Context: an optimization exercise on an open-source flow, tuned for small area, a short achievable clock period and few clock cycles. The choices shown serve that exercise and are no tape-out recipe.
RTL that was checked went through simulation tests only; none was proved equivalent to the original.
No activity file was given, so power comes from the tool's default toggle rates.

==> flow/design.v <==
module mips16(clk,rst,imem_addr,imem_rdata,dmem_addr,dmem_wdata,dmem_we,dmem_rdata,dbg_raddr,dbg_rdata);
input clk,rst;
output [15:0] imem_addr;
input [15:0] imem_rdata;
output [15:0] dmem_addr,dmem_wdata;
output dmem_we;
input [15:0] dmem_rdata;
input [2:0] dbg_raddr;
output [15:0] dbg_rdata;
wire [3:0] fop = imem_rdata[15:12];
wire [2:0] frd = imem_rdata[11:9];
wire [2:0] frs = imem_rdata[8:6];
wire [2:0] frt = imem_rdata[5:3];
wire f_st = (fop == 4'd11);
wire [2:0] frb = f_st ? frd : frt;
reg [111:0] regs;
wire [127:0] rv = {regs,16'h0000};
wire [15:0] ra = rv[frs*16 +: 16];
wire [15:0] rb = rv[frb*16 +: 16];
assign dbg_rdata = rv[dbg_raddr*16 +: 16];
reg e_we, e_st, e_bz;             
reg e_ld, e_useimm, e_sum, e_sub, e_selg, e_selp, e_sh, e_left;
reg [2:0] e_rd;
reg [5:0] e_imm;
reg [15:0] e_a, e_b;
reg [15:0] e_pc1;                 
wire [15:0] e_res;
wire fwd_a = e_we && (e_rd == frs);
wire fwd_b = e_we && (e_rd == frb);
always @(posedge clk) begin
  e_ld    <= (fop == 4'd10);
  e_useimm <= (fop >= 4'd9) && (fop <= 4'd12);
  e_sum   <= (fop == 4'd1) || (fop == 4'd2) || (fop == 4'd9);
  e_sub   <= (fop == 4'd2);
  e_selg  <= (fop == 4'd3) || (fop == 4'd4);    
  e_selp  <= (fop == 4'd4) || (fop == 4'd5);    
  e_sh    <= (fop == 4'd6) || (fop == 4'd7) || (fop == 4'd8);
  e_left  <= (fop == 4'd6);
  e_rd    <= frd;
  e_imm   <= imem_rdata[5:0];
  e_a     <= fwd_a ? e_res : ra;
  e_b     <= fwd_b ? e_res : rb;
end
always @(posedge clk or posedge rst) begin
  if (rst) begin
    e_we <= 1'b0;
    e_st <= 1'b0;
    e_bz <= 1'b0;
    e_pc1 <= 16'h0000;
  end else begin
    e_we <= (fop >= 4'd1) && (fop <= 4'd10) && (frd != 3'd0);
    e_st <= f_st;
    e_bz <= (fop == 4'd12);
    e_pc1 <= imem_addr + 16'd1;
  end
end
wire [15:0] imm = {{10{e_imm[5]}},e_imm};
wire [15:0] x = e_bz ? e_pc1 : e_a;
wire [15:0] y = e_useimm ? imm : (e_b ^ {16{e_sub}});
wire [15:0] p = x ^ y;
wire [15:0] gg = x & y;
wire [15:0] g0 = {gg[15:1], gg[0] | (p[0] & e_sub)};
wire [15:0] G1, P1, G2, P2, G3, P3, G4, P4;
genvar g;
generate for (g = 0; g < 16; g = g + 1) begin : pfx
  if (g & 1) begin : l1
    assign G1[g] = g0[g] | (p[g] & g0[g-1]);
    assign P1[g] = p[g] & p[g-1];
  end else begin : l1n
    assign G1[g] = g0[g];
    assign P1[g] = p[g];
  end
  if (g & 2) begin : l2
    assign G2[g] = G1[g] | (P1[g] & G1[(g & ~3) + 1]);
    assign P2[g] = P1[g] & P1[(g & ~3) + 1];
  end else begin : l2n
    assign G2[g] = G1[g];
    assign P2[g] = P1[g];
  end
  if (g & 4) begin : l3
    assign G3[g] = G2[g] | (P2[g] & G2[(g & ~7) + 3]);
    assign P3[g] = P2[g] & P2[(g & ~7) + 3];
  end else begin : l3n
    assign G3[g] = G2[g];
    assign P3[g] = P2[g];
  end
  if (g & 8) begin : l4
    assign G4[g] = G3[g] | (P3[g] & G3[7]);
  end else begin : l4n
    assign G4[g] = G3[g];
  end
end endgenerate
wire [15:0] carry = {G4[14:0], e_sub};
wire [15:0] sum = p ^ carry;
wire [3:0] s = e_b[3:0];
wire [3:0] r = e_left ? (4'd0 - s) : s;
wire [31:0] a2 = {e_a, e_a};
reg [15:0] q1, q2;
integer i;
always @(*) begin
  for (i = 0; i < 16; i = i + 1) begin
    case (r[1:0])
      2'd0: q1[i] = a2[i];
      2'd1: q1[i] = a2[i+1];
      2'd2: q1[i] = a2[i+2];
      default: q1[i] = a2[i+3];
    endcase
  end
end
wire [31:0] q1d = {q1, q1};
always @(*) begin
  for (i = 0; i < 16; i = i + 1) begin
    case (r[3:2])
      2'd0: q2[i] = q1d[i];
      2'd1: q2[i] = q1d[i+4];
      2'd2: q2[i] = q1d[i+8];
      default: q2[i] = q1d[i+12];
    endcase
  end
end
wire [15:0] mask;
generate for (g = 0; g < 16; g = g + 1) begin : m
  assign mask[g] = e_left ? (s <= g) : (s <= 15 - g);
end endgenerate
wire [15:0] shres = (|e_b[15:4]) ? 16'h0000 : (q2 & mask);
assign e_res = ({16{e_sum}} & sum)
             | ({16{e_selg}} & gg)
             | ({16{e_selp}} & p)
             | ({16{e_sh}}  & shres)
             | ({16{e_ld}}  & dmem_rdata);
integer k;
always @(posedge clk) begin
  for (k = 1; k < 8; k = k + 1)
    if (rst || (e_we && e_rd == k))
      regs[(k-1)*16 +: 16] <= rst ? 16'h0000 : e_res;
end
assign dmem_addr = sum;
assign dmem_wdata = e_b;
assign dmem_we = e_st;
wire taken = e_bz && (e_a == 16'h0000);
assign imem_addr = taken ? sum : e_pc1;
endmodule
clock: 11.0 ns
lec_check: 0
cap_margin: 20
core_margin: 2
core_utilization: 45
slew_margin: 20
standard.sh (not shown) runs the stock make flow with config.mk's settings and CLKGATE_MAP_FILE= SYNTH_SCRIPT=/design/flow/synth_recipe.tcl, a recipe that flattens the netlist after the stock synthesis.
==> flow/flow/run.sh <==
#!/bin/bash
set -euo pipefail
export SETUP_SLACK_MARGIN=5.5
export BUFFER_PORTS_ARGS="-buffer_cell sky130_fd_sc_hd__buf_2"
bash standard.sh > standard.log 2>&1
Testbench counts at the start, summed over its fixed seeds: cycles 26,648.
Next try:
--- a/flow/design.v
+++ b/flow/design.v
@@ -18,16 +18,22 @@
 wire [15:0] ra = rv[frs*16 +: 16];
 wire [15:0] rb = rv[frb*16 +: 16];
 assign dbg_rdata = rv[dbg_raddr*16 +: 16];
 reg e_we, e_st, e_bz;             
+reg e_az;                         
 reg e_ld, e_useimm, e_sum, e_sub, e_selg, e_selp, e_sh, e_left;
 reg [2:0] e_rd;
 reg [5:0] e_imm;
 reg [15:0] e_a, e_b;
 reg [15:0] e_pc1;                 
 wire [15:0] e_res;
 wire fwd_a = e_we && (e_rd == frs);
 wire fwd_b = e_we && (e_rd == frb);
+wire [15:0] fa = fwd_a ? e_res : ra;
+wire [15:0] fb = fwd_b ? e_res : rb;
+wire f_bz = (fop == 4'd12);
+wire f_sub = (fop == 4'd2);
+wire [15:0] pc1n = imem_addr + 16'd1;
 always @(posedge clk) begin
   e_ld    <= (fop == 4'd10);
   e_useimm <= (fop >= 4'd9) && (fop <= 4'd12);
   e_sum   <= (fop == 4'd1) || (fop == 4'd2) || (fop == 4'd9);
@@ -37,10 +43,11 @@
   e_sh    <= (fop == 4'd6) || (fop == 4'd7) || (fop == 4'd8);
   e_left  <= (fop == 4'd6);
   e_rd    <= frd;
   e_imm   <= imem_rdata[5:0];
-  e_a     <= fwd_a ? e_res : ra;
-  e_b     <= fwd_b ? e_res : rb;
+  e_a     <= f_bz ? pc1n : fa;
+  e_b     <= fb ^ {16{f_sub}};
+  e_az    <= (fa == 16'h0000);
 end
 always @(posedge clk or posedge rst) begin
   if (rst) begin
     e_we <= 1'b0;
@@ -49,15 +56,15 @@
     e_pc1 <= 16'h0000;
   end else begin
     e_we <= (fop >= 4'd1) && (fop <= 4'd10) && (frd != 3'd0);
     e_st <= f_st;
-    e_bz <= (fop == 4'd12);
-    e_pc1 <= imem_addr + 16'd1;
+    e_bz <= f_bz;
+    e_pc1 <= pc1n;
   end
 end
 wire [15:0] imm = {{10{e_imm[5]}},e_imm};
-wire [15:0] x = e_bz ? e_pc1 : e_a;
-wire [15:0] y = e_useimm ? imm : (e_b ^ {16{e_sub}});
+wire [15:0] x = e_a;
+wire [15:0] y = e_useimm ? imm : e_b;
 wire [15:0] p = x ^ y;
 wire [15:0] gg = x & y;
 wire [15:0] g0 = {gg[15:1], gg[0] | (p[0] & e_sub)};
 wire [15:0] G1, P1, G2, P2, G3, P3, G4, P4;
@@ -136,7 +143,7 @@
 end
 assign dmem_addr = sum;
 assign dmem_wdata = e_b;
 assign dmem_we = e_st;
-wire taken = e_bz && (e_a == 16'h0000);
+wire taken = e_bz && e_az;
 assign imem_addr = taken ? sum : e_pc1;
 endmodule
The new run produced a clean layout.
Sequential power stays flat.
Combinational power goes up by 6.8%.
Sequential cell count goes up by 1.
Final cell count climbs by about 2.8%.
Area after synthesis rises by 1.8%.
Clock skew drops by 4.3 ps.
Clock-buffer cell count is unchanged.
Total power is higher by about 3.4%.
Only the layout flow was run in the second run of this note; the RTL was not checked for function there.


== the baseline ==
// mips16: RTL as listed in full above, without the edits since
export LEC_CHECK = 0
export CAP_MARGIN = 20
export CORE_MARGIN = 2
export CORE_UTILIZATION = 45
export SLEW_MARGIN = 20
export TNS_END_PERCENT = 10
create_clock -name core_clock -period 11.0 [get_ports {clk}]
Scripts as last shown in full above: flow/flow/run.sh
Testbench counts of the baseline, summed over its fixed seeds: cycles 26,648.
What the candidate does differently from the baseline at the input level:
==> flow/design.v <==
module mips16(clk,rst,imem_addr,imem_rdata,dmem_addr,dmem_wdata,dmem_we,dmem_rdata,dbg_raddr,dbg_rdata);
input clk,rst;
output [15:0] imem_addr;
input [15:0] imem_rdata;
output [15:0] dmem_addr,dmem_wdata;
output dmem_we;
input [15:0] dmem_rdata;
input [2:0] dbg_raddr;
output [15:0] dbg_rdata;
wire [3:0] fop = imem_rdata[15:12];
wire [2:0] frd = imem_rdata[11:9];
wire [2:0] frs = imem_rdata[8:6];
wire [2:0] frt = imem_rdata[5:3];
wire f_st = (fop == 4'd11);
wire [2:0] frb = f_st ? frd : frt;
reg [111:0] regs;
wire [127:0] rv = {regs,16'h0000};
wire [15:0] ra = rv[frs*16 +: 16];
wire [15:0] rb = rv[frb*16 +: 16];
assign dbg_rdata = rv[dbg_raddr*16 +: 16];
reg e_we, e_st, e_bz;             
reg e_az;                         
reg e_ld, e_useimm, e_sum, e_sub, e_selg, e_selp, e_sh, e_left;
reg [2:0] e_rd;
reg [5:0] e_imm;
reg [15:0] e_a, e_b;
reg [15:0] e_pc1;                 
wire [15:0] e_res;
wire fwd_a = e_we && (e_rd == frs);
wire fwd_b = e_we && (e_rd == frb);
wire [15:0] fa = fwd_a ? e_res : ra;
wire [15:0] fb = fwd_b ? e_res : rb;
wire f_bz = (fop == 4'd12);
wire f_sub = (fop == 4'd2);
wire [15:0] pc1n = imem_addr + 16'd1;
always @(posedge clk) begin
  e_ld    <= (fop == 4'd10);
  e_useimm <= (fop >= 4'd9) && (fop <= 4'd12);
  e_sum   <= (fop == 4'd1) || (fop == 4'd2) || (fop == 4'd9);
  e_sub   <= (fop == 4'd2);
  e_selg  <= (fop == 4'd3) || (fop == 4'd4);    
  e_selp  <= (fop == 4'd4) || (fop == 4'd5);    
  e_sh    <= (fop == 4'd6) || (fop == 4'd7) || (fop == 4'd8);
  e_left  <= (fop == 4'd6);
  e_rd    <= frd;
  e_imm   <= imem_rdata[5:0];
  e_a     <= f_bz ? pc1n : fa;
  e_b     <= fb ^ {16{f_sub}};
  e_az    <= (fa == 16'h0000);
end
always @(posedge clk or posedge rst) begin
  if (rst) begin
    e_we <= 1'b0;
    e_st <= 1'b0;
    e_bz <= 1'b0;
    e_pc1 <= 16'h0000;
  end else begin
    e_we <= (fop >= 4'd1) && (fop <= 4'd10) && (frd != 3'd0);
    e_st <= f_st;
    e_bz <= f_bz;
    e_pc1 <= pc1n;
  end
end
wire [15:0] imm = {{10{e_imm[5]}},e_imm};
wire [15:0] x = e_a;
wire [15:0] y = e_useimm ? imm : e_b;
wire [15:0] p = x ^ y;
wire [15:0] gg = x & y;
wire [15:0] g0 = {gg[15:1], gg[0] | (p[0] & e_sub)};
wire [15:0] G1, P1, G2, P2, G3, P3, G4, P4;
genvar g;
generate for (g = 0; g < 16; g = g + 1) begin : pfx
  if (g & 1) begin : l1
    assign G1[g] = g0[g] | (p[g] & g0[g-1]);
    assign P1[g] = p[g] & p[g-1];
  end else begin : l1n
    assign G1[g] = g0[g];
    assign P1[g] = p[g];
  end
  if (g & 2) begin : l2
    assign G2[g] = G1[g] | (P1[g] & G1[(g & ~3) + 1]);
    assign P2[g] = P1[g] & P1[(g & ~3) + 1];
  end else begin : l2n
    assign G2[g] = G1[g];
    assign P2[g] = P1[g];
  end
  if (g & 4) begin : l3
    assign G3[g] = G2[g] | (P2[g] & G2[(g & ~7) + 3]);
    assign P3[g] = P2[g] & P2[(g & ~7) + 3];
  end else begin : l3n
    assign G3[g] = G2[g];
    assign P3[g] = P2[g];
  end
  if (g & 8) begin : l4
    assign G4[g] = G3[g] | (P3[g] & G3[7]);
  end else begin : l4n
    assign G4[g] = G3[g];
  end
end endgenerate
wire [15:0] carry = {G4[14:0], e_sub};
wire [15:0] sum = p ^ carry;
wire [3:0] s = e_b[3:0];
wire [3:0] r = e_left ? (4'd0 - s) : s;
wire [31:0] a2 = {e_a, e_a};
reg [15:0] q1, q2;
integer i;
always @(*) begin
  for (i = 0; i < 16; i = i + 1) begin
    case (r[1:0])
      2'd0: q1[i] = a2[i];
      2'd1: q1[i] = a2[i+1];
      2'd2: q1[i] = a2[i+2];
      default: q1[i] = a2[i+3];
    endcase
  end
end
wire [31:0] q1d = {q1, q1};
always @(*) begin
  for (i = 0; i < 16; i = i + 1) begin
    case (r[3:2])
      2'd0: q2[i] = q1d[i];
      2'd1: q2[i] = q1d[i+4];
      2'd2: q2[i] = q1d[i+8];
      default: q2[i] = q1d[i+12];
    endcase
  end
end
wire [15:0] mask;
generate for (g = 0; g < 16; g = g + 1) begin : m
  assign mask[g] = e_left ? (s <= g) : (s <= 15 - g);
end endgenerate
wire [15:0] shres = (|e_b[15:4]) ? 16'h0000 : (q2 & mask);
assign e_res = ({16{e_sum}} & sum)
             | ({16{e_selg}} & gg)
             | ({16{e_selp}} & p)
             | ({16{e_sh}}  & shres)
             | ({16{e_ld}}  & dmem_rdata);
integer k;
always @(posedge clk) begin
  for (k = 1; k < 8; k = k + 1)
    if (rst || (e_we && e_rd == k))
      regs[(k-1)*16 +: 16] <= rst ? 16'h0000 : e_res;
end
assign dmem_addr = sum;
assign dmem_wdata = e_b;
assign dmem_we = e_st;
wire taken = e_bz && e_az;
assign imem_addr = taken ? sum : e_pc1;
endmodule
==> run summary <==
- The candidate: flow completed, timing, DRC and antenna clean
- Sort the baseline and the candidate by met3 routed wirelength, ascending, and the baseline comes first.
- Where global-route wire length before repair is concerned, the baseline is better than the candidate.
- Sequential standard cell area: the baseline vs the candidate, no meaningful difference
- Compared with the baseline, the candidate instantiates a larger number of standard cells.
- Going from the baseline to the candidate, net switching power rose by 0.000042 W, fmax went up about 1.4%, sequential share of layout area now sits lower, worst setup slack after layout climbed 79 ps, area added between synthesis and finish rose by 1.9 points.
The RTL of the candidate was laid out without a check of its function.


Setup of the reference run:
Another version of the RTL of mips16 (not shown whole).
For scale: ~1200 cells after synthesis, ~12000 um^2 of cells after synthesis.
==> module mips16, before the edit <==
module mips16(clk,rst,imem_addr,imem_rdata,dmem_addr,dmem_wdata,dmem_we,dmem_rdata,dbg_raddr,dbg_rdata);
input clk,rst;
output [15:0] imem_addr;
input [15:0] imem_rdata;
output [15:0] dmem_addr,dmem_wdata;
output dmem_we;
input [15:0] dmem_rdata;
input [2:0] dbg_raddr;
output [15:0] dbg_rdata;
wire [3:0] fop = imem_rdata[15:12];
wire [2:0] frd = imem_rdata[11:9];
wire [2:0] frs = imem_rdata[8:6];
wire [2:0] frt = imem_rdata[5:3];
wire f_st = (fop == 4'd11);
wire [2:0] frb = f_st ? frd : frt;
reg [111:0] regs;
wire [127:0] rv = {regs,16'h0000};
wire [15:0] ra = rv[frs*16 +: 16];
wire [15:0] rb = rv[frb*16 +: 16];
assign dbg_rdata = rv[dbg_raddr*16 +: 16];
reg e_we, e_st, e_bz;             
reg e_ld, e_useimm, e_sum, e_sub, e_selg, e_selp, e_sh, e_left;
reg [2:0] e_rd;
reg [5:0] e_imm;
reg [15:0] e_a, e_b;
reg [15:0] e_pc1;                 
wire [15:0] e_res;
wire fwd_a = e_we && (e_rd == frs);
wire fwd_b = e_we && (e_rd == frb);
always @(posedge clk) begin
  e_ld    <= (fop == 4'd10);
  e_useimm <= (fop >= 4'd9) && (fop <= 4'd12);
  e_sum   <= (fop == 4'd1) || (fop == 4'd2) || (fop == 4'd9);
  e_sub   <= (fop == 4'd2);
  e_selg  <= (fop == 4'd3) || (fop == 4'd4);    
  e_selp  <= (fop == 4'd4) || (fop == 4'd5);    
  e_sh    <= (fop == 4'd6) || (fop == 4'd7) || (fop == 4'd8);
  e_left  <= (fop == 4'd6);
  e_rd    <= frd;
  e_imm   <= imem_rdata[5:0];
  e_a     <= fwd_a ? e_res : ra;
  e_b     <= fwd_b ? e_res : rb;
end
always @(posedge clk or posedge rst) begin
  if (rst) begin
    e_we <= 1'b0;
    e_st <= 1'b0;
    e_bz <= 1'b0;
    e_pc1 <= 16'h0000;
  end else begin
    e_we <= (fop >= 4'd1) && (fop <= 4'd10) && (frd != 3'd0);
    e_st <= f_st;
    e_bz <= (fop == 4'd12);
    e_pc1 <= imem_addr + 16'd1;
  end
end
wire [15:0] imm = {{10{e_imm[5]}},e_imm};
wire [15:0] x = e_bz ? e_pc1 : e_a;
wire [15:0] y = e_useimm ? imm : (e_b ^ {16{e_sub}});
wire [15:0] p = x ^ y;
wire [15:0] gg = x & y;
wire [15:0] g0 = {gg[15:1], gg[0] | (p[0] & e_sub)};
wire [15:0] G1, P1, G2, P2, G3, P3, G4, P4;
genvar g;
generate for (g = 0; g < 16; g = g + 1) begin : pfx
  if (g & 1) begin : l1
    assign G1[g] = g0[g] | (p[g] & g0[g-1]);
    assign P1[g] = p[g] & p[g-1];
  end else begin : l1n
    assign G1[g] = g0[g];
    assign P1[g] = p[g];
  end
  if (g & 2) begin : l2
    assign G2[g] = G1[g] | (P1[g] & G1[(g & ~3) + 1]);
    assign P2[g] = P1[g] & P1[(g & ~3) + 1];
  end else begin : l2n
    assign G2[g] = G1[g];
    assign P2[g] = P1[g];
  end
  if (g & 4) begin : l3
    assign G3[g] = G2[g] | (P2[g] & G2[(g & ~7) + 3]);
    assign P3[g] = P2[g] & P2[(g & ~7) + 3];
  end else begin : l3n
    assign G3[g] = G2[g];
    assign P3[g] = P2[g];
  end
  if (g & 8) begin : l4
    assign G4[g] = G3[g] | (P3[g] & G3[7]);
  end else begin : l4n
    assign G4[g] = G3[g];
  end
end endgenerate
wire [15:0] carry = {G4[14:0], e_sub};
wire [15:0] sum = x + y + {15'd0,e_sub};
wire [3:0] s = e_b[3:0];
wire [3:0] r = e_left ? (4'd0 - s) : s;
wire [31:0] a2 = {e_a, e_a};
reg [15:0] q1, q2;
integer i;
always @(*) begin
  for (i = 0; i < 16; i = i + 1) begin
    case (r[1:0])
      2'd0: q1[i] = a2[i];
      2'd1: q1[i] = a2[i+1];
      2'd2: q1[i] = a2[i+2];
      default: q1[i] = a2[i+3];
    endcase
  end
end
wire [31:0] q1d = {q1, q1};
always @(*) begin
  for (i = 0; i < 16; i = i + 1) begin
    case (r[3:2])
      2'd0: q2[i] = q1d[i];
      2'd1: q2[i] = q1d[i+4];
      2'd2: q2[i] = q1d[i+8];
      default: q2[i] = q1d[i+12];
    endcase
  end
end
wire [15:0] mask;
generate for (g = 0; g < 16; g = g + 1) begin : m
  assign mask[g] = e_left ? (s <= g) : (s <= 15 - g);
end endgenerate
wire [15:0] shres = (|e_b[15:4]) ? 16'h0000 : (q2 & mask);
assign e_res = ({16{e_sum}} & sum)
             | ({16{e_selg}} & gg)
             | ({16{e_selp}} & p)
             | ({16{e_sh}}  & shres)
             | ({16{e_ld}}  & dmem_rdata);
integer k;
always @(posedge clk) begin
  for (k = 1; k < 8; k = k + 1)
    if (rst || (e_we && e_rd == k))
      regs[(k-1)*16 +: 16] <= rst ? 16'h0000 : e_res;
end
assign dmem_addr = sum;
assign dmem_wdata = e_b;
assign dmem_we = e_st;
wire taken = e_bz && (e_a == 16'h0000);
assign imem_addr = taken ? sum : e_pc1;
endmodule
export LEC_CHECK = 0
export CAP_MARGIN = 20
export CORE_MARGIN = 2
export CORE_UTILIZATION = 45
export SLEW_MARGIN = 20
export TNS_END_PERCENT = 10
create_clock -name core_clock -period 11.0 [get_ports {clk}]
Scripts as last shown in full above: flow/flow/run.sh
Setup changes, the reference run to the trial run
--- a/flow/design.v
+++ b/flow/design.v
@@ -13,13 +13,23 @@
 wire [2:0] frt = imem_rdata[5:3];
 wire f_st = (fop == 4'd11);
 wire [2:0] frb = f_st ? frd : frt;
 reg [111:0] regs;
 wire [127:0] rv = {regs,16'h0000};
-wire [15:0] ra = rv[frs*16 +: 16];
-wire [15:0] rb = rv[frb*16 +: 16];
-assign dbg_rdata = rv[dbg_raddr*16 +: 16];
+function [15:0] rdport;
+  input [111:0] rg;
+  input [2:0] ad;
+  integer j;
+  begin
+    rdport = 16'h0000;
+    for (j = 1; j < 8; j = j + 1)
+      rdport = rdport | (rg[(j-1)*16 +: 16] & {16{ad == j}});
+  end
+endfunction
+wire [15:0] ra = rdport(regs, frs);
+wire [15:0] rb = rdport(regs, frb);
+assign dbg_rdata = rdport(regs, dbg_raddr);
 reg e_we, e_st, e_bz;             
 reg e_ld, e_useimm, e_sum, e_sub, e_selg, e_selp, e_sh, e_left;
 reg [2:0] e_rd;
 reg [5:0] e_imm;
 reg [15:0] e_a, e_b;
@@ -89,11 +99,11 @@
   end else begin : l4n
     assign G4[g] = G3[g];
   end
 end endgenerate
 wire [15:0] carry = {G4[14:0], e_sub};
-wire [15:0] sum = x + y + {15'd0,e_sub};
+wire [15:0] sum = p ^ carry;
 wire [3:0] s = e_b[3:0];
 wire [3:0] r = e_left ? (4'd0 - s) : s;
 wire [31:0] a2 = {e_a, e_a};
 reg [15:0] q1, q2;
 integer i;
Results
- Per the final summary, the trial run finished and its layout is clean on timing, DRC and antenna.
- The reference run has lower post-synthesis share of cell area spent on xor and xnor gates than the trial run.
- In the trial run the worst ir drop on vdd turned out 1.1% higher than in the reference run.
- The startpoint of the most critical setup path comes out dbg_raddr[1] in one run and dbg_raddr[0] in the other, namely in the trial run and the reference run respectively.
- Synthesized cell count in the trial run is 6.4% higher than in the reference run
- Total stage count of the critical path: higher on the trial run
- When the final numbers for the reference run and the trial run were put side by side, the worst-case hold slack turned out to be smaller in the trial run.
- On sequential share of layout area: the trial run sits below the reference run.
- Portion of total power attributed to the clock network: the reference run vs the trial run — no meaningful difference
- For largest buffer count on any clock path, the trial run and the reference run come out practically identical.
- The trial run vs the reference run — sequential power rose about 1%.
- In the flow results for the reference run and the trial run, the global-route track usage on met1 is larger on the trial run.
- Compared with the reference run, the trial run ends up with more cell area.
- The trial run vs the reference run, area growth from synthesis to layout went down by 1.6 points.
- Share of final-layout standard cells stronger than drive strength 1 in the trial run vs the reference run: down 4.2 points
Function was not checked in any run of this note: the RTL went through the layout flow alone.

## separate check: timing with driven ports
No port has a modelled driver above. Below, the same layouts with a new extraction and two added sets of constraints. Step 1: set_driving_cell puts a clkbuf_16 on clk and a buf_2 on each other input, an assumption about the parent block. Step 2 moves the port delays by t, midway between the first and last clock arrival at a register: inputs arrive t later, outputs are due t later. That takes back most of the time a late clock gives input paths. a / b / c = ideal / step 1 / step 2; a / b = the first two.
| run | t, ns | setup WS [ns] | worst hold slack (ns) |
|---|---|---|---|
| the first run of note 1 | 0.490 | 5.346 / 5.297 / 5.367 | 0.660 / 0.660 / 0.660 |
| the second run of note 1 | 0.495 | 5.357 / 5.313 / 5.313 | 0.477 / 0.477 / 0.477 |
| the baseline | 0.488 | 5.320 / 5.299 / 5.300 | 0.657 / 0.657 / 0.657 |
| the candidate | 0.494 | 5.398 / 5.349 / 5.349 | 0.511 / 0.511 / 0.511 |
| the reference run | 0.490 | 5.370 / 5.320 / 5.320 | 0.633 / 0.633 / 0.633 |
| the trial run | 0.486 | 5.235 / 5.192 / 5.192 | 0.613 / 0.613 / 0.613 |
After both steps every run listed still meets setup and hold. For the reference run, which loses most, drivers alone change the setup slack by -0.050 ns; drivers and shift together by -0.050 ns.
